Source: an optimization exercise on an open RTL-to-GDS flow (aim: small area). Production flows keep margins and buffers that such runs may drop. Function was not checked in any run shown here: the RTL went through the layout flow alone. No activity file was given, so power comes from the tool's default toggle rates.

==> design/flow/design.v <==
module usb(
    input rst_n,
    input clk_48,
    input rx_j,
    input rx_se0,
    output tx_en,
    output tx_j,
    output tx_se0,
    input[6:0] usb_address,
    output usb_rst,
    output reg transaction_active,
    output reg[3:0] endpoint,
    output reg direction_in,
    output reg setup,
    input data_toggle,
    input[1:0] handshake,
    output reg[7:0] data_out,
    input[7:0] data_in,
    input data_in_valid,
    output reg data_strobe,
    output reg success
    );
localparam
    hs_ack = 2'b00,
    hs_none = 2'b01,
    hs_nak = 2'b10,
    hs_stall = 2'b11;
reg[2:0] j_samples;
reg[4:0] se0_samples;
always @(posedge clk_48) begin
    j_samples <= { j_samples[1:0], rx_j };
    se0_samples <= { se0_samples[3:0], rx_se0 };
end
wire j = (j_samples[0] & j_samples[1]) | (j_samples[0] & j_samples[2]) | (j_samples[1] & j_samples[2]);
wire[4:0] ss = se0_samples;
wire se0 = (ss[0] & ss[1] & ss[2]) | (ss[0] & ss[1] & ss[3]) | (ss[0] & ss[1] & ss[4]) | (ss[0] & ss[2] & ss[3]) |
    (ss[0] & ss[2] & ss[4]) | (ss[0] & ss[3] & ss[4]) | (ss[1] & ss[2] & ss[3]) | (ss[1] & ss[2] & ss[4]) |
    (ss[1] & ss[3] & ss[4]) | (ss[2] & ss[3] & ss[4]);
wire rx_packet;
function[2:0] seq_step(input[2:0] c);
    seq_step = { c[1], c[0], c[1]? !c[2]: (c[2] && c[0]) };
endfunction
reg[2:0] short_idle_counter;
wire short_idle = short_idle_counter == 3'b000;
always @(posedge clk_48) begin
    if (se0 || !j || rx_packet)
        short_idle_counter <= 3'b001;
    else
        short_idle_counter <= seq_step(short_idle_counter);
end
reg[1:0] rcv_cntr;
reg rcv_prev;
wire nrzi_strobe = rcv_cntr == 2'b00;
always @(posedge clk_48 or negedge rst_n) begin
    if (!rst_n) begin
        rcv_cntr <= 2'b00;
        rcv_prev <= 1'b0;
    end else begin
        if (j == rcv_prev)
            rcv_cntr <= { !rcv_cntr[0], rcv_cntr[1] };
        else
            rcv_cntr <= 2'b01;
        rcv_prev <= j;
    end
end
reg nrzi_prev;
always @(posedge clk_48) begin
    if (nrzi_strobe)
        nrzi_prev <= j;
end
wire d = (nrzi_prev == j);
reg[2:0] ones;
always @(posedge clk_48 or negedge rst_n) begin
    if (!rst_n)
        ones <= 3'b001;
    else if (nrzi_strobe)
        ones <= !d? 3'b001: seq_step(ones);
end
wire strobe = nrzi_strobe && (ones != 3'b100);
reg[1:0] sync_m;
reg sync_p;
wire sync_in = j || se0;
always @(posedge clk_48 or negedge rst_n) begin
    if (!rst_n) begin
        sync_m <= 2'b10;
        sync_p <= 1'b1;
    end else if (nrzi_strobe) begin
        sync_p <= !sync_in;
        if (sync_in)
            sync_m <= sync_p? { sync_m[0], !sync_m[1] || sync_m[0] }: 2'b10;
        else if (sync_p)
            sync_m <= 2'b10;
    end
end
wire sync = (sync_m == 2'b11) && sync_p && !j && !se0;
localparam[18:0] reset_lfsr_start = 19'h2afdd;
reg[18:0] reset_lfsr;
wire reset_lfsr_low = &reset_lfsr[17:0];
assign usb_rst = reset_lfsr_low && reset_lfsr[18];
wire reset_lfsr_fb = !(reset_lfsr[18] ^ reset_lfsr[17] ^ reset_lfsr[16] ^ reset_lfsr[13]) || reset_lfsr_low;
always @(posedge clk_48 or negedge rst_n) begin
    if (!rst_n)
        reset_lfsr <= reset_lfsr_start;
    else if (!se0)
        reset_lfsr <= reset_lfsr_start;
    else
        reset_lfsr <= { reset_lfsr[17:0], reset_lfsr_fb };
end
localparam
    rs_idle = 2'b00,
    rs_done = 2'b10,
    rs_pid = 2'b01,
    rs_data = 2'b11;
reg[1:0] rx_state;
assign rx_packet = (rx_state == rs_data);
reg[3:0] rx_pid;
reg rx_crc_ok;
reg rx_byte_done;      
reg rx_byte_done2;     
reg rx_first_bit;      
reg[7:0] recv_queue_0;
reg[7:0] recv_queue_1;
reg recv_queue_0_valid;
reg recv_queue_1_valid;
wire rx_datastrobe = rx_byte_done && strobe;
wire[8:0] next_shift = { data_out, d };
reg[15:0] crc;
wire rx_token = (rx_pid[1:0] == 2'b01);
wire rx_crc_fb = (rx_token? crc[4]: crc[15]) ^ d;
wire[15:0] rx_crc_next = { crc[14] ^ rx_crc_fb, crc[13:2], crc[1] ^ rx_crc_fb, crc[0], rx_crc_fb };
wire rx_crc_valid = rx_token? (rx_crc_next[4:0] == 5'b01100): (rx_crc_next == 16'b1000000000001101);
always @(posedge clk_48 or negedge rst_n) begin
    if (!rst_n) begin
        rx_state <= rs_idle;
        rx_byte_done <= 1'b0;
        rx_byte_done2 <= 1'b0;
    end else if (strobe) begin
        rx_byte_done <= 1'b0;
        rx_byte_done2 <= rx_byte_done;
        case (rx_state)
            rs_idle: begin
                if (sync)
                    rx_state <= rs_pid;
            end
            rs_pid: begin
                if (se0) begin
                    rx_state <= rs_idle;
                end else if (next_shift[8]) begin
                    if (next_shift[7:4] == ~next_shift[3:0])
                        rx_state <= rs_data;
                    else
                        rx_state <= rs_done;
                end
            end
            rs_data: begin
                if (se0)
                    rx_state <= rs_idle;
                else if (!rx_byte_done && !rx_byte_done2 && next_shift[8])
                    rx_byte_done <= 1'b1;
            end
            default: begin
                if (se0)
                    rx_state <= rs_idle;
            end
        endcase
    end
end
always @(posedge clk_48) begin
    if (strobe) begin
        case (rx_state)
            rs_idle: begin
                if (sync)
                    data_out <= 8'b00000001;
            end
            rs_pid: begin
                if (!se0) begin
                    if (next_shift[8]) begin
                        rx_pid <= { next_shift[4], next_shift[5], next_shift[6], next_shift[7] };
                        rx_crc_ok <= 1'b0;
                        data_out <= 8'b00000001;
                    end else begin
                        data_out <= next_shift[7:0];
                    end
                end
            end
            rs_data: begin
                if (!se0) begin
                    if (rx_byte_done) begin
                        rx_first_bit <= d;
                    end else if (rx_byte_done2) begin
                        data_out <= { 6'b000001, rx_first_bit, d };
                    end else if (next_shift[8]) begin
                        data_out <= recv_queue_1;
                        rx_crc_ok <= rx_crc_valid;
                    end else begin
                        data_out <= next_shift[7:0];
                    end
                end
            end
            default: begin
            end
        endcase
    end
end
always @(posedge clk_48) begin
    if (!rx_packet) begin
        recv_queue_1_valid <= 1'b0;
        recv_queue_0_valid <= 1'b0;
    end else if (rx_datastrobe) begin
        recv_queue_1_valid <= recv_queue_0_valid;
        recv_queue_0_valid <= 1'b1;
    end
end
reg tx_transmit;
reg tx_enable_crc16;
wire tx_send_crc16;
reg[1:0] tx_clock;
wire bit_strobe = tx_clock == 2'b00;
always @(posedge clk_48 or negedge rst_n) begin
    if (!rst_n)
        tx_clock <= 2'b00;
    else
        tx_clock <= { tx_clock[0], !tx_clock[1] };
end
reg[2:0] bit_stuff_counter;
wire bit_stuff = bit_stuff_counter == 3'b100;
wire tx_strobe = bit_strobe && !bit_stuff;
reg[2:0] tx_state;
localparam
    ts_idle = 3'b000,
    ts_run  = 3'b001,
    ts_eop1 = 3'b010,
    ts_eop2 = 3'b011,
    ts_eop3 = 3'b100,
    ts_crc1 = 3'b110,
    ts_crc2 = 3'b111;
assign tx_en = (tx_state != ts_idle);
reg tx_mark;
wire[8:0] tx_shift = { tx_mark, recv_queue_1 };
reg tx_crc_enabled;
wire dump_crc = tx_state == ts_crc1 || tx_state == ts_crc2;
wire txd = dump_crc? !crc[15]: recv_queue_1[0];
wire txse0 = !bit_stuff && (tx_state == ts_eop1 || tx_state == ts_eop2);
wire tx_shift_empty = (tx_shift[8:2] == 7'b0);
wire tx_data_strobe = tx_transmit && tx_shift_empty && tx_strobe && tx_en;
always @(posedge clk_48 or negedge rst_n) begin
    if (!rst_n) begin
        tx_state <= ts_idle;
    end else if (tx_strobe) begin
        case (tx_state)
            ts_idle: begin
                if (tx_transmit)
                    tx_state <= ts_run;
            end
            ts_run: begin
                if (tx_shift_empty && !tx_transmit) begin
                    if (tx_send_crc16)
                        tx_state <= ts_crc1;
                    else
                        tx_state <= ts_eop1;
                end
            end
            ts_crc1: begin
                if (tx_shift_empty)
                    tx_state <= ts_crc2;
            end
            ts_crc2: begin
                if (tx_shift_empty)
                    tx_state <= ts_eop1;
            end
            ts_eop1: begin
                tx_state <= ts_eop2;
            end
            ts_eop2: begin
                tx_state <= ts_eop3;
            end
            ts_eop3: begin
                tx_state <= ts_idle;
            end
            default: begin
            end
        endcase
    end
end
always @(posedge clk_48) begin
    if (tx_strobe) begin
        if (!tx_en) begin
            tx_mark <= 1'b1;
            tx_crc_enabled <= 1'b0;
        end else if (tx_shift_empty) begin
            tx_mark <= 1'b1;
            tx_crc_enabled <= tx_enable_crc16;
        end else begin
            tx_mark <= 1'b0;
        end
    end
end
wire rx_complete = strobe && rx_state == rs_data && !se0 && !rx_byte_done && !rx_byte_done2 && next_shift[8];
reg tx_data_load;
reg[7:0] tx_data_value;
always @(posedge clk_48) begin
    if (tx_data_load)
        recv_queue_0 <= tx_data_value;
    else if (rx_complete && !tx_en)
        recv_queue_0 <= {
            next_shift[0], next_shift[1], next_shift[2], next_shift[3],
            next_shift[4], next_shift[5], next_shift[6], next_shift[7] };
end
always @(posedge clk_48) begin
    if (tx_strobe && (tx_en || tx_transmit)) begin
        if (!tx_en)
            recv_queue_1 <= 8'b10000000;  
        else if (tx_shift_empty)
            recv_queue_1 <= recv_queue_0;
        else
            recv_queue_1 <= { tx_mark, recv_queue_1[7:1] };
    end else if (rx_complete && !tx_en) begin
        recv_queue_1 <= recv_queue_0;
    end
end
always @(posedge clk_48 or negedge rst_n) begin
    if (!rst_n) begin
        bit_stuff_counter <= 3'b001;
    end else if (bit_strobe) begin
        if (tx_state == ts_idle || !txd || bit_stuff || txse0)
            bit_stuff_counter <= 3'b001;
        else
            bit_stuff_counter <= seq_step(bit_stuff_counter);
    end
end
reg last_j;
wire txj = tx_state == ts_idle || tx_state == ts_eop3? 1'b1: ((bit_stuff || !txd)? !last_j: last_j);
always @(posedge clk_48) begin
    if (bit_strobe)
        last_j <= tx_en? txj: 1'b1;
end
assign tx_j = txj;
assign tx_se0 = txse0;
wire tx_crc_fb = !dump_crc && (crc[15] ^ txd);
wire[15:0] tx_crc_next = { crc[14] ^ tx_crc_fb, crc[13:2], crc[1] ^ tx_crc_fb, crc[0], tx_crc_fb };
always @(posedge clk_48 or negedge rst_n) begin
    if (!rst_n) begin
        crc <= 16'hffff;
    end else if (tx_en) begin
        if (!(dump_crc || tx_crc_enabled))
            crc <= 16'hffff;
        else if (tx_strobe)
            crc <= tx_crc_next;
    end else begin
        if (!rx_packet)
            crc <= 16'hffff;
        else if (strobe)
            crc <= rx_crc_next;
    end
end
localparam
    st_idle = 3'b000,
    st_data = 3'b001,
    st_err = 3'b010,
    st_send_handshake = 3'b011,
    st_in = 3'b100,
    st_prep_recv_ack = 3'b101,
    st_recv_ack = 3'b110,
    st_send_ack = 3'b111;
reg[2:0] state;
assign tx_send_crc16 = state == st_prep_recv_ack;
localparam
    pt_special   = 2'b00,
    pt_token     = 2'b01,
    pt_handshake = 2'b10,
    pt_data      = 2'b11;
localparam
    tok_out   = 2'b00,
    tok_sof   = 2'b01,
    tok_in    = 2'b10,
    tok_setup = 2'b11;
reg[6:0] token_timeout;
wire token_active = token_timeout != 7'b0;
wire token_fb = token_timeout[6]? (!token_timeout[5] && token_timeout[4:0] != 5'b0): token_timeout[5];
wire[6:0] token_next = { token_timeout[5:0], token_fb };
reg[1:0] handshake_latch;
always @(*) begin
    tx_data_load = 1'b0;
    tx_data_value = data_in;
    case (state)
        st_in: begin
            if (!tx_transmit && short_idle && (handshake == hs_ack || handshake == hs_none)) begin
                tx_data_load = 1'b1;
                tx_data_value = { !data_toggle, 3'b100, data_toggle, 3'b011 };
            end else if (tx_transmit && tx_data_strobe && data_in_valid) begin
                tx_data_load = 1'b1;
            end
        end
        st_send_ack: begin
            if (!tx_transmit && short_idle) begin
                tx_data_load = 1'b1;
                tx_data_value = 8'b11010010;  
            end
        end
        st_send_handshake: begin
            if (!tx_transmit && short_idle && handshake_latch != hs_none) begin
                tx_data_load = 1'b1;
                case (handshake_latch)
                    hs_nak: tx_data_value = 8'b01011010;
                    hs_stall: tx_data_value = 8'b00011110;
                    default: tx_data_value = 8'b11010010;
                endcase
            end
        end
        default: begin
        end
    endcase
end
always @(posedge clk_48 or negedge rst_n) begin
    if (!rst_n) begin
        success <= 1'b0;
        state <= st_idle;
        data_strobe <= 1'b0;
        endpoint <= 4'b0;
        direction_in <= 1'b0;
        setup <= 1'b0;
        transaction_active <= 1'b0;
        token_timeout <= 7'b0;
        tx_transmit <= 1'b0;
        tx_enable_crc16 <= 1'b0;
        handshake_latch <= 2'b00;
    end else begin
        token_timeout <= token_next;
        if (!transaction_active) begin
            endpoint <= 4'b0;
            direction_in <= 1'b0;
            setup <= 1'b0;
            handshake_latch <= 2'b00;
        end
        success <= 1'b0;
        data_strobe <= 1'b0;
        tx_transmit <= 1'b0;
        case (state)
            st_idle: begin
                if (!token_active)
                    transaction_active <= 1'b0;
                if (rx_packet) begin
                    if (rx_pid[1:0] == pt_token) begin
                        state <= st_data;
                    end else begin
                        if (rx_pid[1:0] == pt_data && !rx_pid[2] && token_active) begin
                            handshake_latch <= handshake;
                            state <= rx_pid[3] == data_toggle? st_data: st_send_ack;
                        end else begin
                            state <= st_err;
                        end
                    end
                end
            end
            st_data: begin
                if (!rx_packet) begin
                    state <= st_idle;
                    case (rx_pid[1:0])
                        pt_token: begin
                            if (recv_queue_1_valid && rx_crc_ok && recv_queue_1[6:0] == usb_address && rx_pid[3:2] != tok_sof) begin
                                token_timeout <= 7'b0000001;
                                transaction_active <= 1'b1;
                                endpoint <= { recv_queue_0[2:0], recv_queue_1[7] };
                                case (rx_pid[3:2])
                                    tok_in: begin
                                        direction_in <= 1'b1;
                                        setup <= 1'b0;
                                        state <= st_in;
                                    end
                                    tok_out: begin
                                        direction_in <= 1'b0;
                                        setup <= 1'b0;
                                    end
                                    tok_setup: begin
                                        direction_in <= 1'b0;
                                        setup <= 1'b1;
                                    end
                                    default: begin
                                    end
                                endcase
                            end else begin
                                transaction_active <= 1'b0;
                                endpoint <= 4'b0;
                                direction_in <= 1'b0;
                                setup <= 1'b0;
                            end
                        end
                        pt_data: begin
                            if (recv_queue_1_valid && rx_crc_ok) begin
                                if (handshake_latch == hs_ack || handshake_latch == hs_none)
                                    success <= 1'b1;
                                state <= st_send_handshake;
                            end
                        end
                        default: begin
                            endpoint <= 4'b0;
                            direction_in <= 1'b0;
                            setup <= 1'b0;
                        end
                    endcase
                end else if (rx_datastrobe) begin
                    case (rx_pid[1:0])
                        pt_token: begin
                            if (recv_queue_1_valid)
                                state <= st_err;
                        end
                        pt_data: begin
                            if (recv_queue_1_valid && (handshake_latch == hs_ack || handshake_latch == hs_none))
                                data_strobe <= 1'b1;
                        end
                        default: begin
                            state <= st_err;
                        end
                    endcase
                end
            end
            st_in: begin
                tx_transmit <= tx_transmit;
                if (!tx_transmit && short_idle) begin
                    if (handshake != hs_ack && handshake != hs_none) begin
                        handshake_latch <= handshake;
                        state <= st_send_handshake;
                    end else begin
                        tx_transmit <= 1'b1;
                    end
                end
                if (tx_transmit && tx_data_strobe) begin
                    if (!data_in_valid) begin
                        if (handshake == hs_ack) begin
                            state <= st_prep_recv_ack;
                        end else begin
                            state <= st_err;
                            success <= 1'b1;
                            transaction_active <= 1'b0;
                        end
                        tx_enable_crc16 <= 1'b0;
                        tx_transmit <= 1'b0;
                    end else begin
                        data_strobe <= 1'b1;
                        tx_enable_crc16 <= 1'b1;
                    end
                end
            end
            st_prep_recv_ack: begin
                token_timeout <= 7'b0000001;
                if (!tx_en && !rx_packet)
                    state <= st_recv_ack;
            end
            st_recv_ack: begin
                if (rx_packet) begin
                    state <= st_err;
                    if (rx_pid == 4'b0010) begin
                        success <= 1'b1;
                        transaction_active <= 1'b0;
                    end
                end
                if (!token_active && !rx_packet)
                    state <= st_idle;
            end
            st_send_ack: begin
                tx_transmit <= tx_transmit;
                if (!tx_transmit && short_idle) begin
                    tx_transmit <= 1'b1;
                end
                if (tx_transmit && tx_data_strobe) begin
                    tx_transmit <= 1'b0;
                    state <= st_err;
                end
            end
            st_send_handshake: begin
                tx_transmit <= tx_transmit;
                if (!tx_transmit && short_idle) begin
                    case (handshake_latch)
                        hs_none: begin
                            state <= st_idle;
                        end
                        hs_ack: begin
                            tx_transmit <= 1'b1;
                        end
                        hs_nak: begin
                            tx_transmit <= 1'b1;
                        end
                        hs_stall: begin
                            tx_transmit <= 1'b1;
                        end
                    endcase
                end
                if (tx_transmit && tx_data_strobe) begin
                    tx_transmit <= 1'b0;
                    state <= st_err;
                end
            end
            default: begin
                transaction_active <= 1'b0;
                if (!tx_en && !rx_packet)
                    state <= st_idle;
            end
        endcase
    end
end
endmodule
==> design/flow/flow/run.sh <==
#!/bin/bash
set -euo pipefail
export BUFFER_PORTS_ARGS="-buffer_cell sky130_fd_sc_hd__buf_1"
export CTS_ARGS="-sink_clustering_enable -repair_clock_nets -dont_use_dummy_load -buf_list sky130_fd_sc_hd__clkbuf_8"
bash standard.sh > standard.log 2>&1
==> design/flow/standard.sh <==
#!/bin/bash
# synth_recipe.tcl (not shown) runs the flow's synth.tcl, then flattens the netlist and writes it again
# the make line also repeats each setting of config.mk as NAME=value (left out here)
make -C /OpenROAD-flow-scripts/flow DESIGN_CONFIG=/design/flow/config.mk WORK_HOME=/design/flow/orfs CLKGATE_MAP_FILE= SYNTH_SCRIPT=/design/flow/synth_recipe.tcl "${@:-finish}"
==> design/flow/config.mk <==
export PLATFORM = sky130hd
export DESIGN_NAME = usb
export DESIGN_NICKNAME = usb
export VERILOG_FILES = /design/flow/design.v
export SDC_FILE = /design/flow/constraint.sdc
export NUM_CORES = 4
export LEC_CHECK = 0
export CAP_MARGIN = 20
export CORE_MARGIN = 2
export CORE_UTILIZATION = 40
export PLACE_DENSITY = 0.6
export SLEW_MARGIN = 20
==> design/flow/constraint.sdc <==
create_clock -name core_clock -period 20.8 [get_ports {clk_48}]
set_input_delay 4.1600 -clock core_clock [delete_from_list [all_inputs] [get_ports {clk_48}]]
set_output_delay 4.1600 -clock core_clock [all_outputs]
set_load 0.01 [all_outputs]
==> impl_summary.txt, run 1 <==
----------------------------------------------------
[Route]
  Initial detailed-routing violation count ... 355
  Post-route ant nets ... 0
  Residual DRC count ... 0
  Wire per inst ... 18.0 µm
  Total number of vias ... 4915
  Routed vias/inst ... 5.76
  Routed Wire Length ... 15.4 mm
  DRT Pass-1 Iters ... 5

[CTS]
  Clk root buf ... sky130_fd_sc_hd__clkbuf_8
  Number of buffers added to fix hold violations after cts ... 0
  Clock-pin slew on the worst setup and hold paths ... 0.06 ns
  Clock Latency Late Sink ... 0.44 ns
  Number of setup buffers added after CTS ... 0
  Clk sinks ... 126
  Inserted Clock Buffers ... 17
  Number of H-tree levels ... 4
  Maximum count of clock buffers along a single path ... 2
  Clock tree from TritonCTS ... done
  Post-CTS sizing ... 0

[Place]
  Count of input and output buffers ... 43
  Final estimated routing congestion in global placement ... 0.918
  Post-placement cell count ... 836
  Placed cell areas ... 6470 µm²
  DP HPWL ... 11.1 mm

[GRT]
  GRT Residual Overflow ... 0
  Antenna violations before repair ... 1
  Pin count of the biggest net entering global routing ... 80
  Vias in the first global route ... 4614
  Total Routing Usage GR ... 19.5%
  Wire length of the first global-routing pass ... 24.5 mm

[STA]
  Final period util ... 29.8%
  Finish-stage setup viols ... 0
  Worst clock skew ... 0.0197 ns
  Worst relative slew slack ... 33.5%
  Max frequency ... 0.161 GHz
  Final number of max-transition violations ... 0
  Hold Fails Final Rpt ... 0
  Clock period minus worst slack ... 6.21 ns
  Setup repair after global routing missed its margin ... false
  Slew at the pin closest to its max-slew limit ... 0.997 ns
  TNS Setup ... 0 ns

[Die]
  Die boundary width ... 129 µm
  Die extent in y ... 129 µm
  FP Rows ... 45
  I/O pin cnt ... 44
  Area enclosed by the die boundary ... 16500 µm²
  Initial core utilization ... 40.9%
  Core region area ... 15200 µm²

[Synthesis]
  Number of nets in the synthesized netlist ... 661
  Async SR Flop Fraction ... 62.7%
  Sequential-to-total area share from yosys stat ... 53.1%
  Share of the synthesized area in the top cell type ... 18.5%
  Commonest cells post-synth ... 66 x sky130_fd_sc_hd__nand2_1, 63 x sky130_fd_sc_hd__nor2_1, 55 x sky130_fd_sc_hd__o21ai_0, 46 x sky130_fd_sc_hd__dfrtp_1, 34 x sky130_fd_sc_hd__edfxtp_1
  Avg Cell Area, Syn ... 9.74 µm²
  Post-Syn Instances ... 638
  Post-synthesis register bit count ... 126
  Total of warnings raised by yosys ... 1
  Number of enable flip-flop cells after synthesis ... 34
  Count of distinct cell types in the synthesized netlist ... 75
  Main area contributors after synthesis ... sky130_fd_sc_hd__dfrtp_1 19%, sky130_fd_sc_hd__edfxtp_1 16%, sky130_fd_sc_hd__dfstp_2 14%, sky130_fd_sc_hd__o21ai_0 4.4%, sky130_fd_sc_hd__dfxtp_1 4.2%
  Count leader, synth ... sky130_fd_sc_hd__nand2_1
  Predominant post-synthesis flop cell ... sky130_fd_sc_hd__dfrtp_1
  Cell area after synthesis ... 6210 µm²
  Dominant cell type by area after synthesis ... sky130_fd_sc_hd__dfrtp_1

[Cells and area]
  Syn-to-layout area delta ... 7.98%
  Net count of the finished layout ... 690
  Final cell count without fillers ... 854
  Fin util ... 44.1%
  Share of post-route cells with drive strength above 1 ... 11.3%
  Total non-filler cell area in the finished layout ... 6710 µm²
  Number of fill cells ... 1460

[Power and ir drop]
  Share of power burned in combinational logic ... 10.7%
  Standby leakage power ... 0.00252 µW
  Total power divided by cell area ... 73.2 nW/µm²
  Portion of total power attributed to sequential cells ... 58.7%
  Cell-internal power ... 364 µW
  Fraction of power consumed by the clock network ... 30.5%
  Switching power summed over all nets ... 127 µW
  Proportion of total power due to net switching ... 25.8%
  Peak ir drop on the vdd network ... 0.0573 mV

[Job]
  Maxcap violations ... 0

[Setup path]
  WP data arrival ... 2.05 ns
  Crit path required time ... 16.64 ns
  Endpoint class of the critical path ... output pin
  Maximum net fanout on the critical path ... 3
  Worst r2r path cells ... 7
  Startpoint class of the critical path ... flip-flop
  Critical path type ... flip-flop to output pin

[Worst hold path]
  Worst Hold Path Cells ... 0
  Class of the tightest hold or removal check ... flip-flop to flip-flop

[Outcome]
  Result of the run ... no timing/DRC/antenna violations

----------------------------------------------------
[worst paths after layout]
path	startpoint	endpoint	slack (ns)
setup / recovery	reset_lfsr[13]	usb_rst	14.59
min in group asynchronous	rst_n	bit_stuff_counter[2]	3.97
setup reg to reg	tx_state[2]	crc[2]	17.50
hold reg to reg	j_samples[0]	j_samples[1]	0.36
max in group asynchronous	rst_n	sync_m[0]	16.16
hold / removal	j_samples[0]	j_samples[1]	0.36
[cells in the final DEF (no fill, tap or decap), drive strengths merged, types with 8 or more instances in the layout]
| master | Yosys | final |
|---|---|---|
| a21oi | 27 | 27 |
| a21o | 8 | 8 |
| a22oi | 14 | 14 |
| nand4 | 9 | 9 |
| inv | 23 | 23 |
| nor2b | 9 | 9 |
| nor3 | 18 | 18 |
| buf | 4 | 44 |
| dfxtp | 13 | 13 |
| dfstp | 33 | 33 |
| clkbuf | 31 | 18 |
| and2 | 13 | 13 |
| nor2 | 63 | 63 |
| xor2 | 15 | 15 |
| nand2 | 68 | 68 |
| o21ai | 58 | 58 |
| nand2b | 17 | 17 |
| dfrtp | 46 | 46 |
| edfxtp | 34 | 34 |
| nor4 | 11 | 11 |
| nand3 | 18 | 18 |
[registers in the layout, indices dropped and copies added, names as in the netlist, 2 cells and up]
name	count
bit_stuff_counter	3
sync_m	2
token_timeout	7
data_out	8
recv_queue_1	8
se0_samples	5
ones	3
tx_state	3
rx_pid	4
reset_lfsr	19
rx_state	2
rcv_cntr	2
recv_queue_0	8
endpoint	4
handshake_latch	2
short_idle_counter	3
state	3
crc	16
j_samples	3
tx_clock	2
[per-stage QoR]
stage	setup WS, ns	power [µW]	hold WS (ns)
final	14.59	491	0.356
after CTS	14.56	497	0.360
after global routing	14.49	516	0.364
after floorplan	14.98	326	0.331
after global placement	14.68	342	0.337
after detailed placement	14.54	345	0.347
[critical path, stage by stage (launching register included)]
cell                      delay (ns)
sky130_fd_sc_hd__dfstp_2        0.55
sky130_fd_sc_hd__and4_1         0.18
sky130_fd_sc_hd__nand3_1        0.07
sky130_fd_sc_hd__or4_1          0.55
sky130_fd_sc_hd__nor2_1         0.11
sky130_fd_sc_hd__buf_1          0.15
[metal layers]
metal / wire length (µm) / track usage, % / share of wire (%)
met5: 0 / 0 / 0
met4: 227 / 7.10 / 1.5
met3: 1030 / 4.78 / 6.7
met2: 6960 / 29.3 / 45
met1: 7180 / 27.4 / 47
[power by group through the flow]
| stage | clock (µW) | combinational [µW] | sequential, µW |
|---|---|---|---|
| floorplan | 0 | 40.9 | 285 |
| global placement | 0 | 51.1 | 291 |
| detailed placement | 0 | 53.2 | 292 |
| CTS | 155 | 53.4 | 288 |
| global route | 166 | 59.9 | 290 |
| finish | 150 | 52.7 | 288 |
[logic make-up after synthesis]
| group | after synthesis | synth area share (%) |
|---|---|---|
| multiplexers | 6 | 1.15 |
| buffers and inverters | 59 | 3.97 |
| XOR/XNOR | 20 | 2.94 |
| AND/OR/NAND/NOR | 260 | 21.3 |
| flip-flops | 126 | 53.1 |
| AO/OA/AOI/OAI | 166 | 17.4 |
| adder cells (fa/ha/maj) | 1 | 0.161 |
[area by class of cell]
class / instances / area [µm²] / share of cell area (%)
Inverter: 24 / 90.1 / 1.34
Clock buffer: 17 / 234 / 3.49
Sequential cell: 126 / 3300 / 49.2
Timing Repair Buffer: 45 / 180 / 2.69
Multi-Input combinational cell: 453 / 2670 / 39.8
Tap cell: 188 / 235 / 3.51
Antenna cell: 1 / 2.50 / 0.0373
==> run 2: changes to the inputs <==
==> design/flow/run.sh (new file) <==
#!/bin/bash
# synth_recipe.tcl (not shown) runs the flow's synth.tcl, then flattens the netlist and writes it again
# the make line also repeats each setting of config.mk as NAME=value (left out here)
make -C /OpenROAD-flow-scripts/flow DESIGN_CONFIG=/design/flow/config.mk WORK_HOME=/design/flow/orfs CLKGATE_MAP_FILE= SYNTH_SCRIPT=/design/flow/synth_recipe.tcl finish
--- a/design/flow/config.mk
+++ b/design/flow/config.mk
@@ -8,5 +8,8 @@
 export CAP_MARGIN = 20
 export CORE_MARGIN = 2
 export CORE_UTILIZATION = 40
+export CTS_BUF_LIST = sky130_fd_sc_hd__clkbuf_8
+export CTS_CLUSTER_DIAMETER = 100
+export CTS_CLUSTER_SIZE = 30
 export PLACE_DENSITY = 0.6
 export SLEW_MARGIN = 20
removed: design/flow/flow/run.sh
removed: design/flow/standard.sh
==> run 2 against run 1 <==
  * Sequential power barely moved
  * Area after synthesis unchanged
  * Non-clock buffer count shrank 1
  * Clock power rose by 21%
  * Combinational power up 8.2%
  * Die area unchanged
  * Global-route usage grew 0.55 points
  * Setup slack lost 0.38 ns
  * Fmax shrank 5.7%
  * Sequential cell count stayed put
  * Register-to-register slack improved by 0.03 ns
  * Critical endpoint unchanged
==> impl_summary.txt, run 2 <==
----------------------------------------------------
[Outcome]
  Result of the run ... no timing/DRC/antenna violations

[Synthesis]
  Async SR Flop Fraction ... 62.7%
  Share of the synthesized area in the top cell type ... 18.5%
  Count of distinct cell types in the synthesized netlist ... 75
  Post-synthesis register bit count ... 126
  Predominant post-synthesis flop cell ... sky130_fd_sc_hd__dfrtp_1
  Avg Cell Area, Syn ... 9.74 µm²
  Cell area after synthesis ... 6210 µm²
  Number of enable flip-flop cells after synthesis ... 34
  Sequential-to-total area share from yosys stat ... 53.1%
  Total of warnings raised by yosys ... 1
  Number of nets in the synthesized netlist ... 661
  Main area contributors after synthesis ... sky130_fd_sc_hd__dfrtp_1 19%, sky130_fd_sc_hd__edfxtp_1 16%, sky130_fd_sc_hd__dfstp_2 14%, sky130_fd_sc_hd__o21ai_0 4.4%, sky130_fd_sc_hd__dfxtp_1 4.2%
  Post-Syn Instances ... 638
  Dominant cell type by area after synthesis ... sky130_fd_sc_hd__dfrtp_1
  Commonest cells post-synth ... 66 x sky130_fd_sc_hd__nand2_1, 63 x sky130_fd_sc_hd__nor2_1, 55 x sky130_fd_sc_hd__o21ai_0, 46 x sky130_fd_sc_hd__dfrtp_1, 34 x sky130_fd_sc_hd__edfxtp_1
  Count leader, synth ... sky130_fd_sc_hd__nand2_1

[Die]
  Die boundary width ... 129 µm
  Die extent in y ... 129 µm
  Initial core utilization ... 40.9%
  Area enclosed by the die boundary ... 16500 µm²
  FP Rows ... 45
  I/O pin cnt ... 44
  Core region area ... 15200 µm²

[STA]
  TNS Setup ... 0 ns
  Setup repair after global routing missed its margin ... false
  Final number of max-transition violations ... 0
  Finish-stage setup viols ... 0
  Clock period minus worst slack ... 6.58 ns
  Slew at the pin closest to its max-slew limit ... 0.989 ns
  Final period util ... 31.7%
  Max frequency ... 0.152 GHz
  Worst clock skew ... 0.0156 ns
  Worst relative slew slack ... 33.5%
  Hold Fails Final Rpt ... 0

[CTS]
  Clk root buf ... sky130_fd_sc_hd__clkbuf_8
  Number of setup buffers added after CTS ... 0
  Clk sinks ... 126
  Post-CTS sizing ... 0
  Clock tree from TritonCTS ... done
  Number of buffers added to fix hold violations after cts ... 0
  Clock-pin slew on the worst setup and hold paths ... 0.07 ns
  Number of H-tree levels ... 4
  Maximum count of clock buffers along a single path ... 2
  Inserted Clock Buffers ... 17
  Clock Latency Late Sink ... 0.44 ns

[Cells and area]
  Most common cell after layout, fill and taps aside ... sky130_fd_sc_hd__nand2_1
  Commonest non-fill, non-tap cells in the layout ... 66 x sky130_fd_sc_hd__nand2_1, 63 x sky130_fd_sc_hd__nor2_1, 55 x sky130_fd_sc_hd__o21ai_0
  Share of post-route cells with drive strength above 1 ... 12.1%
  Syn-to-layout area delta ... 13.6%
  Net count of the finished layout ... 689
  Final antenna diode count ... 0
  Largest registers ranked by flip-flop count ... reset_lfsr: 19 flops, crc: 16 flops
  Final cell count without fillers ... 867
  Flip-flop count of the largest register after layout ... 19
  Register with the most flip-flops ... reset_lfsr

[Place]
  Final estimated routing congestion in global placement ... 0.938
  Count of input and output buffers ... 43
  Post-placement cell count ... 835
  DP HPWL ... 11.2 mm

[Setup path]
  Cells along the critical path ... and4_1 > nand3_1 > or4_1 > nor2_1 > clkdlybuf4s50_1
  Cell family contributing the most delay on the critical path ... simple AND/OR/NAND/NOR gates
  Worst r2r path cells ... 7
  Reg-to-reg setup timing slack ... 17.53 ns
  WP data arrival ... 2.42 ns
  Buf/Inv on CP ... 1
  Capturing point of the worst reg2reg path ... crc[15]
  Critical path type ... flip-flop to output pin
  R2r startpoint ... tx_state[2]
  Startpoint class of the critical path ... flip-flop
  Endpoint class of the critical path ... output pin
  Maximum net fanout on the critical path ... 3
  Delay of the slowest cell on the worst path ... 0.55 ns
  Crit path required time ... 16.64 ns
  Highest-delay cell along the critical path ... sky130_fd_sc_hd__or4_1

[Power and ir drop]
  Standby leakage power ... 0.00270 µW
  Peak ir drop on the vdd network ... 0.0499 mV
  Power after layout ... 527 µW
  Total power divided by cell area ... 74.7 nW/µm²

[GRT]
  Global routing met3 resource utilization ... 4.45%
  Total Routing Usage GR ... 20.0%
  Vias in the first global route ... 4730
  Global routing's busiest layer ... met2
  Antenna violations before repair ... 0
  Wire length of the first global-routing pass ... 25.3 mm
  Grt met1 use ... 28.9%
  Grt met2 use ... 30.0%
  GRT Residual Overflow ... 0
  Pin count of the biggest net entering global routing ... 80

[Job]
  Maxcap violations ... 0

[Worst hold path]
  Worst Hold Path Cells ... 0
  Hold path startpoint ... j_samples[1]
  Class of the tightest hold or removal check ... flip-flop to flip-flop
  Hold Path Sink ... j_samples[2]

[Route]
  Routed Wire Length ... 15.7 mm
  Initial detailed-routing violation count ... 273
  Total number of vias ... 4966
  DRT Pass-1 Iters ... 4
  Post-route ant nets ... 0
  Residual DRC count ... 0
  Wire per inst ... 18.2 µm
  Routed vias/inst ... 5.73

----------------------------------------------------
-- run 2: changes by cell type in the layout (fill, tap and decap cells not counted), sizes merged --
cell / before / now
clkbuf: 18 / 17
buf: 44 / 2
clkinvlp: 0 / 1
clkdlybuf4s50: 0 / 42
clkinv: 1 / 6
bufinv: 0 / 1
inv: 23 / 31
diode: 1 / 0
-- run 2: routing by layer --
layer,wire [µm],up-vias
met3,933,18
li1,-,2369
met1,7580,2416
met4,253,0
met5,0,-
met2,6980,163
-- run 2: report_power, final --
group / switching (µW) / leakage (µW) / internal, µW
Combinational: 33.6 / 0.00115 / 23.4
Sequential: 15.5 / 0.00136 / 273
Clock: 92.2 / 0.000198 / 89.9
-- run 2: logic make-up after synthesis --
family / count (synthesis) / share of synthesized area (%)
buffers and inverters: 59 / 3.97
and+or+nand+nor: 260 / 21.3
xor gates and xnor gates: 20 / 2.94
DFF: 126 / 53.1
muxes: 6 / 1.15
adders and majority gates: 1 / 0.161
AOI/OAI and AO/OA: 166 / 17.4
-- run 2: worst max path at each step --
stage,from,to,slack [ns],cells past startpoint
2_1_floorplan,handshake[1],recv_queue_0[0],14.98,4
3_3_place_gp,handshake[1],recv_queue_0[2],14.31,4
3_5_place_dp,handshake[1],recv_queue_0[4],14.23,4
4_1_cts,reset_lfsr[13],usb_rst,14.17,5
5_1_grt,reset_lfsr[13],usb_rst,14.07,5
6_report,reset_lfsr[13],usb_rst,14.22,5
-- run 2: layout make-up --
class,instances,area (µm²)
Tap cell,188,235
Clock inverter,15,95.1
Inverter,24,90.1
Timing Repair Buffer,44,435
Sequential cell,126,3300
Clock buffer,17,234
Multi-Input combinational cell,453,2670
Fill cell,1456,8150
-- run 2: metrics by stage --
| stage | hold WS [ns] | util [%] | cell area (µm²) | setup slack, ns |
|---|---|---|---|---|
| global route | 0.370 | 46.4 | 7060 | 14.07 |
| floorplan | 0.331 | - | 6210 | 14.98 |
| finish | 0.354 | 46.4 | 7060 | 14.22 |
| CTS | 0.357 | 46.4 | 7060 | 14.17 |
| global placement | 0.338 | 44.2 | 6730 | 14.31 |
| detailed placement | 0.347 | 44.2 | 6730 | 14.23 |
==> run 3: changes to the inputs <==
--- a/design/flow/design.v
+++ b/design/flow/design.v
@@ -70,11 +70,11 @@
 end
 wire d = (nrzi_prev == j);
 reg[2:0] ones;
-always @(posedge clk_48 or negedge rst_n) begin
-    if (!rst_n)
+always @(posedge clk_48) begin
+    if (!rst_n || (nrzi_strobe && !d))
         ones <= 3'b001;
     else if (nrzi_strobe)
-        ones <= !d? 3'b001: seq_step(ones);
+        ones <= seq_step(ones);
 end
 wire strobe = nrzi_strobe && (ones != 3'b100);
 reg[1:0] sync_m;
@@ -96,12 +96,10 @@
 localparam[18:0] reset_lfsr_start = 19'h2afdd;
 reg[18:0] reset_lfsr;
 wire reset_lfsr_low = &reset_lfsr[17:0];
-assign usb_rst = reset_lfsr_low && reset_lfsr[18];
+assign usb_rst = reset_lfsr_low && reset_lfsr[18] && rst_n;
 wire reset_lfsr_fb = !(reset_lfsr[18] ^ reset_lfsr[17] ^ reset_lfsr[16] ^ reset_lfsr[13]) || reset_lfsr_low;
-always @(posedge clk_48 or negedge rst_n) begin
-    if (!rst_n)
-        reset_lfsr <= reset_lfsr_start;
-    else if (!se0)
+always @(posedge clk_48) begin
+    if (!se0 || !rst_n)
         reset_lfsr <= reset_lfsr_start;
     else
         reset_lfsr <= { reset_lfsr[17:0], reset_lfsr_fb };
@@ -123,20 +121,23 @@
 reg recv_queue_0_valid;
 reg recv_queue_1_valid;
 wire rx_datastrobe = rx_byte_done && strobe;
+wire rx_complete = strobe && rx_state == rs_data && !se0 && !rx_byte_done && !rx_byte_done2 && next_shift[8];
 wire[8:0] next_shift = { data_out, d };
 reg[15:0] crc;
 wire rx_token = (rx_pid[1:0] == 2'b01);
 wire rx_crc_fb = (rx_token? crc[4]: crc[15]) ^ d;
 wire[15:0] rx_crc_next = { crc[14] ^ rx_crc_fb, crc[13:2], crc[1] ^ rx_crc_fb, crc[0], rx_crc_fb };
 wire rx_crc_valid = rx_token? (rx_crc_next[4:0] == 5'b01100): (rx_crc_next == 16'b1000000000001101);
+always @(posedge clk_48) begin
+    if (strobe) begin
+        rx_byte_done <= rx_complete;
+        rx_byte_done2 <= rx_byte_done;
+    end
+end
 always @(posedge clk_48 or negedge rst_n) begin
     if (!rst_n) begin
         rx_state <= rs_idle;
-        rx_byte_done <= 1'b0;
-        rx_byte_done2 <= 1'b0;
     end else if (strobe) begin
-        rx_byte_done <= 1'b0;
-        rx_byte_done2 <= rx_byte_done;
         case (rx_state)
             rs_idle: begin
                 if (sync)
@@ -155,8 +156,6 @@
             rs_data: begin
                 if (se0)
                     rx_state <= rs_idle;
-                else if (!rx_byte_done && !rx_byte_done2 && next_shift[8])
-                    rx_byte_done <= 1'b1;
             end
             default: begin
                 if (se0)
@@ -295,7 +294,6 @@
         end
     end
 end
-wire rx_complete = strobe && rx_state == rs_data && !se0 && !rx_byte_done && !rx_byte_done2 && next_shift[8];
 reg tx_data_load;
 reg[7:0] tx_data_value;
 always @(posedge clk_48) begin
@@ -318,10 +316,8 @@
         recv_queue_1 <= recv_queue_0;
     end
 end
-always @(posedge clk_48 or negedge rst_n) begin
-    if (!rst_n) begin
-        bit_stuff_counter <= 3'b001;
-    end else if (bit_strobe) begin
+always @(posedge clk_48) begin
+    if (bit_strobe) begin
         if (tx_state == ts_idle || !txd || bit_stuff || txse0)
             bit_stuff_counter <= 3'b001;
         else
@@ -338,10 +334,8 @@
 assign tx_se0 = txse0;
 wire tx_crc_fb = !dump_crc && (crc[15] ^ txd);
 wire[15:0] tx_crc_next = { crc[14] ^ tx_crc_fb, crc[13:2], crc[1] ^ tx_crc_fb, crc[0], tx_crc_fb };
-always @(posedge clk_48 or negedge rst_n) begin
-    if (!rst_n) begin
-        crc <= 16'hffff;
-    end else if (tx_en) begin
+always @(posedge clk_48) begin
+    if (tx_en) begin
         if (!(dump_crc || tx_crc_enabled))
             crc <= 16'hffff;
         else if (tx_strobe)
==> design/flow/flow/run.sh (new file) <==
#!/bin/bash
set -euo pipefail
export BUFFER_PORTS_ARGS="-buffer_cell sky130_fd_sc_hd__buf_1"
export CTS_ARGS="-sink_clustering_enable -repair_clock_nets -dont_use_dummy_load -buf_list sky130_fd_sc_hd__clkbuf_8 -sink_clustering_size 40 -sink_clustering_max_diameter 200"
bash standard.sh > standard.log 2>&1
==> design/flow/standard.sh (new file) <==
#!/bin/bash
# synth_recipe.tcl (not shown) runs the flow's synth.tcl, then flattens the netlist and writes it again
# the make line also repeats each setting of config.mk as NAME=value (left out here)
make -C /OpenROAD-flow-scripts/flow DESIGN_CONFIG=/design/flow/config.mk WORK_HOME=/design/flow/orfs CLKGATE_MAP_FILE= SYNTH_SCRIPT=/design/flow/synth_recipe.tcl "${@:-finish}"
--- a/design/flow/config.mk
+++ b/design/flow/config.mk
@@ -8,8 +8,5 @@
 export CAP_MARGIN = 20
 export CORE_MARGIN = 2
 export CORE_UTILIZATION = 40
-export CTS_BUF_LIST = sky130_fd_sc_hd__clkbuf_8
-export CTS_CLUSTER_DIAMETER = 100
-export CTS_CLUSTER_SIZE = 30
 export PLACE_DENSITY = 0.6
 export SLEW_MARGIN = 20
removed: design/flow/run.sh
==> run 3 against run 2 <==
  * Critical endpoint unchanged
  * Routed wire length shrank 7.0%
  * Fmax is 29% lower
  * Still clean on timing, DRC and antenna
  * Sequential power down 4%
  * Sequential cell count unchanged
==> impl_summary.txt, run 3 <==
----------------------------------------------------
[Synthesis]
  Async SR Flop Fraction ... 28.6%
  Number of nets in the synthesized netlist ... 618
  Count leader, synth ... sky130_fd_sc_hd__nand2_1
  Count of distinct cell types in the synthesized netlist ... 76
  Number of enable flip-flop cells after synthesis ... 55
  Post-synthesis register bit count ... 126
  Total of warnings raised by yosys ... 1
  Sequential-to-total area share from yosys stat ... 54.2%
  Dominant cell type by area after synthesis ... sky130_fd_sc_hd__edfxtp_1
  Commonest cells post-synth ... 61 x sky130_fd_sc_hd__nand2_1, 55 x sky130_fd_sc_hd__edfxtp_1, 45 x sky130_fd_sc_hd__nor2_1, 45 x sky130_fd_sc_hd__o21ai_0, 35 x sky130_fd_sc_hd__dfxtp_1
  Share of the synthesized area in the top cell type ... 27.5%
  Main area contributors after synthesis ... sky130_fd_sc_hd__edfxtp_1 28%, sky130_fd_sc_hd__dfrtp_1 14%, sky130_fd_sc_hd__dfxtp_1 12%, sky130_fd_sc_hd__nand2_1 3.8%, sky130_fd_sc_hd__o21ai_0 3.8%
  Predominant post-synthesis flop cell ... sky130_fd_sc_hd__edfxtp_1
  Cell area after synthesis ... 6000 µm²
  Post-Syn Instances ... 595
  Avg Cell Area, Syn ... 10.1 µm²

[Power and ir drop]
  Total power divided by cell area ... 70.8 nW/µm²
  Peak ir drop on the vdd network ... 0.0569 mV
  Cell-internal power ... 353 µW
  Fraction of power consumed by the clock network ... 33.0%
  Standby leakage power ... 0.00239 µW
  Share of power burned in combinational logic ... 7.1%
  Proportion of total power due to net switching ... 23.8%
  Portion of total power attributed to sequential cells ... 59.8%
  Switching power summed over all nets ... 110 µW

[Place]
  Count of input and output buffers ... 43
  Final estimated routing congestion in global placement ... 0.875
  Placement-stage worst setup slack ... 11.49 ns
  DP HPWL ... 10.5 mm

[Setup path]
  Crit path required time ... 16.64 ns
  WP data arrival ... 5.10 ns
  Startpoint class of the critical path ... input pin
  Endpoint class of the critical path ... output pin
  Delay of the slowest cell on the worst path ... 0.46 ns
  R2r startpoint ... tx_state[1]
  Worst setup path startpoint ... rst_n
  Maximum net fanout on the critical path ... 47
  Highest-delay cell along the critical path ... sky130_fd_sc_hd__buf_4
  Cells along the critical path ... clkbuf_2 > buf_4 > nand2_1 > nor2_1 > buf_1
  Critical path type ... input pin to output pin

[Die]
  FP Rows ... 44
  Core region area ... 14600 µm²
  Initial core utilization ... 41.2%
  Die boundary width ... 127 µm
  Area enclosed by the die boundary ... 16000 µm²
  I/O pin cnt ... 44
  Die extent in y ... 127 µm

[Worst hold path]
  Class of the tightest hold or removal check ... flip-flop to flip-flop
  Hold path startpoint ... j_samples[1]

[Cells and area]
  Flip-flop count of the largest register after layout ... 19
  Largest registers ranked by flip-flop count ... reset_lfsr: 19 flops, crc: 16 flops
  Syn-to-layout area delta ... 8.86%
  Fin util ... 44.8%
  Share of post-route cells with drive strength above 1 ... 8.53%
  Most common cell after layout, fill and taps aside ... sky130_fd_sc_hd__nand2_1
  Net count of the finished layout ... 658
  Final antenna diode count ... 0
  Register with the most flip-flops ... reset_lfsr
  Commonest non-fill, non-tap cells in the layout ... 61 x sky130_fd_sc_hd__nand2_1, 55 x sky130_fd_sc_hd__edfxtp_1, 45 x sky130_fd_sc_hd__nor2_1, 45 x sky130_fd_sc_hd__o21ai_0, 42 x sky130_fd_sc_hd__buf_1

[Outcome]
  Result of the run ... no timing/DRC/antenna violations

[CTS]
  Clk sinks ... 126
  Number of setup buffers added after CTS ... 0
  Clock Latency Late Sink ... 0.44 ns
  Maximum count of clock buffers along a single path ... 2
  Inserted Clock Buffers ... 17
  Number of buffers added to fix hold violations after cts ... 0
  Clock tree from TritonCTS ... done
  Clock-pin slew on the worst setup and hold paths ... 0.07 ns
  Clk root buf ... sky130_fd_sc_hd__clkbuf_8
  Post-CTS sizing ... 0
  Number of H-tree levels ... 4

[STA]
  Worst clock skew ... 0.0292 ns
  Final period util ... 44.5%
  Finish-stage setup viols ... 0
  Clock period minus worst slack ... 9.26 ns
  Worst-case setup margin in the final layout ... 11.54 ns
  TNS Setup ... 0 ns
  Worst hold slack across all endpoints ... 0.345 ns
  Worst relative slew slack ... 41.3%
  Hold Fails Final Rpt ... 0
  Final number of max-transition violations ... 0
  Max frequency ... 0.108 GHz
  Slew at the pin closest to its max-slew limit ... 0.876 ns
  Setup repair after global routing missed its margin ... false

[Route]
  Initial detailed-routing violation count ... 437
  Routed Wire Length ... 14.6 mm
  Total number of vias ... 4634
  Wire per inst ... 17.9 µm
  Post-route ant nets ... 0
  DRT Pass-1 Iters ... 5
  Residual DRC count ... 0
  Routed vias/inst ... 5.67

[Job]
  Maxcap violations ... 0

[GRT]
  GRT Residual Overflow ... 0
  Pin count of the biggest net entering global routing ... 48
  Total Routing Usage GR ... 19.0%
  Vias in the first global route ... 4568
  Antenna violations before repair ... 0
  Wire length of the first global-routing pass ... 24.0 mm

----------------------------------------------------
-- run 3: cell types whose count changed after synthesis, sizes merged, moves of 7 or more --
cell    previous run  this run
and3               2        10
buf                4        11
clkbuf            31        14
dfrtp             46        34
dfstp             33         2
dfxtp             13        35
edfxtp            34        55
nand2             68        61
nor2              63        45
nor2b              9        16
o21ai             58        47
or2                5        15
-- run 3: layer usage --
metal,global-route usage (%),wire length [µm],vias to the layer above
met5,0,0,-
met3,5.06,804,15
li1,-,-,2223
met4,6.46,227,0
met1,25.6,6690,2275
met2,29.9,6910,121
-- run 3: power groups by stage --
stage | clock [µW] | sequential (µW) | combinational (µW)
floorplan | 0 | 279 | 25.0
global placement | 0 | 281 | 32.0
detailed placement | 0 | 282 | 33.2
CTS | 158 | 277 | 33.3
global route | 166 | 278 | 37.7
finish | 153 | 277 | 33.1
-- run 3: logic make-up after synthesis --
group,count (synthesis),synth area share (%)
XOR/XNOR,20,2.92
AND/OR/NAND/NOR,246,21.4
adder cells (fa/ha/maj),2,0.354
multiplexers,7,1.21
flip-flops,126,54.2
AO/OA/AOI/OAI,144,16.2
buffers and inverters,50,3.73
-- run 3: worst paths after layout --
kind                                          to  slack, ns  cells after the start
worst max register to register   recv_queue_0[0]      17.43                      6
worst max-delay path                     usb_rst      11.54                      5
min in group asynchronous       token_timeout[3]       3.80                      2
worst min register to register      j_samples[2]       0.35                      0
max in group asynchronous        tx_enable_crc16      16.59                      2
worst min-delay path                j_samples[2]       0.35                      0
-- run 3: worst max-delay path: cells and delay by family --
family / cells / cell delay (ns)
simple gates: 2 / 0.22
buf+inv: 3 / 0.69
-- run 3: cell type report --
| cell class | instances | area [µm²] |
|---|---|---|
| clock buffer | 17 | 234 |
| fill | 1360 | 8050 |
| inverter | 25 | 106 |
| multi-input combinational | 419 | 2520 |
| sequential | 126 | 3260 |
| tap | 184 | 230 |
| timing repair buffer | 46 | 185 |
-- run 3: per-stage QoR --
step	area, µm²	instances	power, µW
after floorplan	6000	595	304
final	6540	817	463
after global routing	6540	817	481
after detailed placement	6300	800	315
after CTS	6540	817	468
after global placement	6300	800	313
==> run 4: changes to the inputs <==
==> design/flow/flow/run.sh (replaced) <==
#!/bin/bash
set -euo pipefail
export BUFFER_PORTS_ARGS="-buffer_cell sky130_fd_sc_hd__buf_1"
export CTS_ARGS="-sink_clustering_enable -repair_clock_nets -dont_use_dummy_load -buf_list sky130_fd_sc_hd__clkbuf_4 -sink_clustering_size 25 -sink_clustering_max_diameter 150"
bash standard.sh > standard.log 2>&1
==> run 4 against run 3 <==
  * Still clean
  * Power down 8.6%
  * Via count fell by 0.45%
  * Fmax about the same
  * Routed wire length down 0.38%
  * Sequential share of layout area up 0.82 points
  * Combinational power is essentially flat
  * Non-clock buffer count stayed put
  * Hold slack lost 0.0061 ns
  * Setup slack worse by 0.0025 ns
  * Clock skew grew 0.016 ns
  * Critical path depth stayed put
  * Clock power fell by 26%
  * Critical endpoint unchanged
  * Largest power group unchanged
  * Highest routed layer unchanged
==> impl_summary.txt, run 4 <==
----------------------------------------------------
[Synthesis]
  Count leader, synth ... sky130_fd_sc_hd__nand2_1
  Async SR Flop Fraction ... 28.6%
  Post-Synth Simple-Gate Area ... 21.4%
  Main combinational cell family by area after synthesis ... simple AND/OR/NAND/NOR gates
  Number of nets in the synthesized netlist ... 618
  Multiplexer area fraction after synthesis ... 1.21%
  Avg Cell Area, Syn ... 10.1 µm²
  Dominant cell type by area after synthesis ... sky130_fd_sc_hd__edfxtp_1
  Post-Syn Instances ... 595
  Total of warnings raised by yosys ... 1
  Predominant post-synthesis flop cell ... sky130_fd_sc_hd__edfxtp_1
  Number of enable flip-flop cells after synthesis ... 55
  Cell area after synthesis ... 6000 µm²
  Share of the synthesized area in the top cell type ... 27.5%
  Commonest cells post-synth ... 61 x sky130_fd_sc_hd__nand2_1, 55 x sky130_fd_sc_hd__edfxtp_1, 45 x sky130_fd_sc_hd__nor2_1, 45 x sky130_fd_sc_hd__o21ai_0, 35 x sky130_fd_sc_hd__dfxtp_1
  Main area contributors after synthesis ... sky130_fd_sc_hd__edfxtp_1 28%, sky130_fd_sc_hd__dfrtp_1 14%, sky130_fd_sc_hd__dfxtp_1 12%, sky130_fd_sc_hd__nand2_1 3.8%, sky130_fd_sc_hd__o21ai_0 3.8%
  Count of distinct cell types in the synthesized netlist ... 76
  XOR/XNOR Fraction of Synth Area ... 2.92%
  Compound-cell area share of the yosys netlist ... 16.2%
  Area share of fa/ha/maj cells after synthesis ... 0.354%
  Sequential-to-total area share from yosys stat ... 54.2%
  Post-synthesis register bit count ... 126

[Die]
  Die boundary width ... 127 µm
  Core region area ... 14600 µm²
  Die extent in y ... 127 µm
  Initial core utilization ... 41.2%
  FP Rows ... 44
  I/O pin cnt ... 44
  Area enclosed by the die boundary ... 16000 µm²

[Route]
  DRT Pass-1 Iters ... 5
  Routed Wire Length ... 14.6 mm
  Wire per inst ... 17.9 µm
  Total number of vias ... 4613
  Residual DRC count ... 0
  Post-route ant nets ... 0
  Routed vias/inst ... 5.65
  Initial detailed-routing violation count ... 475

[CTS]
  Clock tree from TritonCTS ... done
  Maximum count of clock buffers along a single path ... 2
  Clk sinks ... 126
  Number of H-tree levels ... 4
  Inserted Clock Buffers ... 17
  Number of buffers added to fix hold violations after cts ... 0
  Clock-pin slew on the worst setup and hold paths ... 0.11 ns
  Clk root buf ... sky130_fd_sc_hd__clkbuf_4
  Post-CTS sizing ... 0
  Clock Latency Late Sink ... 0.53 ns
  Number of setup buffers added after CTS ... 0

[STA]
  Worst clock skew ... 0.0453 ns
  Finish-stage setup viols ... 0
  Slew at the pin closest to its max-slew limit ... 0.883 ns
  Setup repair after global routing missed its margin ... false
  Worst relative slew slack ... 40.8%
  TNS Setup ... 0 ns
  Final number of max-transition violations ... 0
  Clock period minus worst slack ... 9.26 ns
  Hold Fails Final Rpt ... 0
  Worst hold slack across all endpoints ... 0.339 ns
  Max frequency ... 0.108 GHz
  Final period util ... 44.5%
  Worst-case setup margin in the final layout ... 11.54 ns

[Setup path]
  Critical path type ... input pin to output pin
  Startpoint class of the critical path ... input pin
  Crit path required time ... 16.64 ns
  Maximum net fanout on the critical path ... 47
  Endpoint class of the critical path ... output pin
  WP data arrival ... 5.10 ns

[Worst hold path]
  Class of the tightest hold or removal check ... flip-flop to flip-flop

[Cells and area]
  Share of post-route cells with drive strength above 1 ... 8.53%
  Final antenna diode count ... 0
  Register with the most flip-flops ... reset_lfsr
  Net count of the finished layout ... 658
  Number of fill cells ... 1379
  Syn-to-layout area delta ... 7.08%
  Flip-flop count of the largest register after layout ... 19
  Most common cell after layout, fill and taps aside ... sky130_fd_sc_hd__nand2_1
  Commonest non-fill, non-tap cells in the layout ... 61 x sky130_fd_sc_hd__nand2_1, 55 x sky130_fd_sc_hd__edfxtp_1, 45 x sky130_fd_sc_hd__nor2_1, 45 x sky130_fd_sc_hd__o21ai_0, 42 x sky130_fd_sc_hd__buf_1
  Largest registers ranked by flip-flop count ... reset_lfsr: 19 flops, crc: 16 flops

[Place]
  Final estimated routing congestion in global placement ... 0.875
  DP HPWL ... 10.5 mm
  Placement-stage worst setup slack ... 11.49 ns
  Count of input and output buffers ... 43

[Job]
  Maxcap violations ... 0

[Power and ir drop]
  Power after layout ... 423 µW
  Total power divided by cell area ... 65.8 nW/µm²
  Peak ir drop on the vdd network ... 0.0477 mV
  Standby leakage power ... 0.00235 µW

[GRT]
  Total Routing Usage GR ... 19.0%
  Pin count of the biggest net entering global routing ... 48
  GRT Residual Overflow ... 0
  Antenna violations before repair ... 0
  Wire length of the first global-routing pass ... 24.0 mm
  Vias in the first global route ... 4558

[Outcome]
  Result of the run ... no timing/DRC/antenna violations

----------------------------------------------------
==> run 4: cell count changes in the layout (fill, tap and decap cells not counted) <==
| cell | change |
|---|---|
| sky130_fd_sc_hd__clkbuf_4 | +17 |
| sky130_fd_sc_hd__clkbuf_8 | -17 |
==> run 4: logic make-up after synthesis <==
group | after synthesis
adders and majority gates | 2
DFF | 126
muxes | 7
xor gates and xnor gates | 20
and+or+nand+nor | 246
AOI/OAI and AO/OA | 144
buffers and inverters | 50
==> run 4: report_power, final <==
group | leakage, µW | total, µW | switching, µW | internal [µW]
combinational | 0.00101 | 33.0 | 20.5 | 12.6
clock | 0.0000782 | 113 | 76.0 | 37.3
sequential | 0.00125 | 277 | 8.58 | 268
total | 0.00235 | 423 | 105 | 318
==> run 4: routing by layer <==
layer	GRT usage (%)	wire length, µm
met1	25.6	6590
met4	6.27	272
met3	5.19	900
met5	0	0
met2	29.7	6820
==> run 4: final cells by class <==
class | count | area (µm²) | area share, %
clock buffers | 17 | 128 | 1.98
inverters | 25 | 106 | 1.65
multi-input cells | 419 | 2520 | 39.3
flip-flops and latches | 126 | 3260 | 50.6
well taps | 184 | 230 | 3.58
repair buffers | 46 | 185 | 2.88
==> run 4: worst paths after layout <==
| kind | slack [ns] | from | to | depth (start not counted) |
|---|---|---|---|---|
| max reg2reg | 17.41 | tx_state[1] | recv_queue_0[0] | 6 |
| max | 11.54 | rst_n | usb_rst | 5 |
| min in group asynchronous | 3.70 | rst_n | rx_state[0] | 2 |
| max in group asynchronous | 16.67 | rst_n | tx_enable_crc16 | 2 |
| min reg2reg | 0.34 | j_samples[1] | j_samples[2] | 0 |
| min | 0.34 | j_samples[1] | j_samples[2] | 0 |
==> run 4: critical path, stage by stage <==
cell,delay (ns)
sky130_fd_sc_hd__clkbuf_2,0.07
sky130_fd_sc_hd__buf_4,0.46
sky130_fd_sc_hd__nand2_1,0.11
sky130_fd_sc_hd__nor2_1,0.11
sky130_fd_sc_hd__buf_1,0.16
==> run 4: through the flow <==
| step | util [%] | instance area [µm²] | std cells |
|---|---|---|---|
| 2_1_floorplan | - | 6000 | 595 |
| 3_3_place_gp | 43.2 | 6300 | 800 |
| 3_5_place_dp | 43.2 | 6300 | 800 |
| 4_1_cts | 44.1 | 6430 | 817 |
| 5_1_grt | 44.1 | 6430 | 817 |
| 6_report | 44.1 | 6430 | 817 |

port drivers added, routing unchanged:
In the flow no input, the clock included, has a driving cell. The finished layouts below were timed again as built, in two steps.
Step 1 sets driving cells, clkbuf_16 on the clock port and buf_2 on the other inputs (assumed; they add their load-dependent delay and slew).
Step 2, shift: input delay + t, output delay - t, t = (earliest + latest rising clock arrival at the registers) / 2. This alone moves slack from input paths to output paths.
a / b / c = ideal ports / drivers / drivers and shift; a / b = the first two.
run | t (ns) | setup slack, ns | latest minus earliest clock arrival (ns) | worst data-port slew with drivers (ns)
run 1 | 0.470 | 14.594 / 14.558 / 14.514 | 0.019 / 0.020 | 0.07
run 2 | 0.470 | 14.216 / 14.179 / 14.185 | 0.017 / 0.017 | 0.04
run 3 | 0.466 | 11.542 / 11.520 / 11.520 | 0.030 / 0.029 | 0.05
run 4 | 0.541 | 11.540 / 11.518 / 11.518 | 0.045 / 0.045 | 0.05
After both steps setup and hold are still met in every run listed. The setup slack of run 1, which loses most, moves by -0.036 ns with the drivers and by -0.080 ns with both steps.
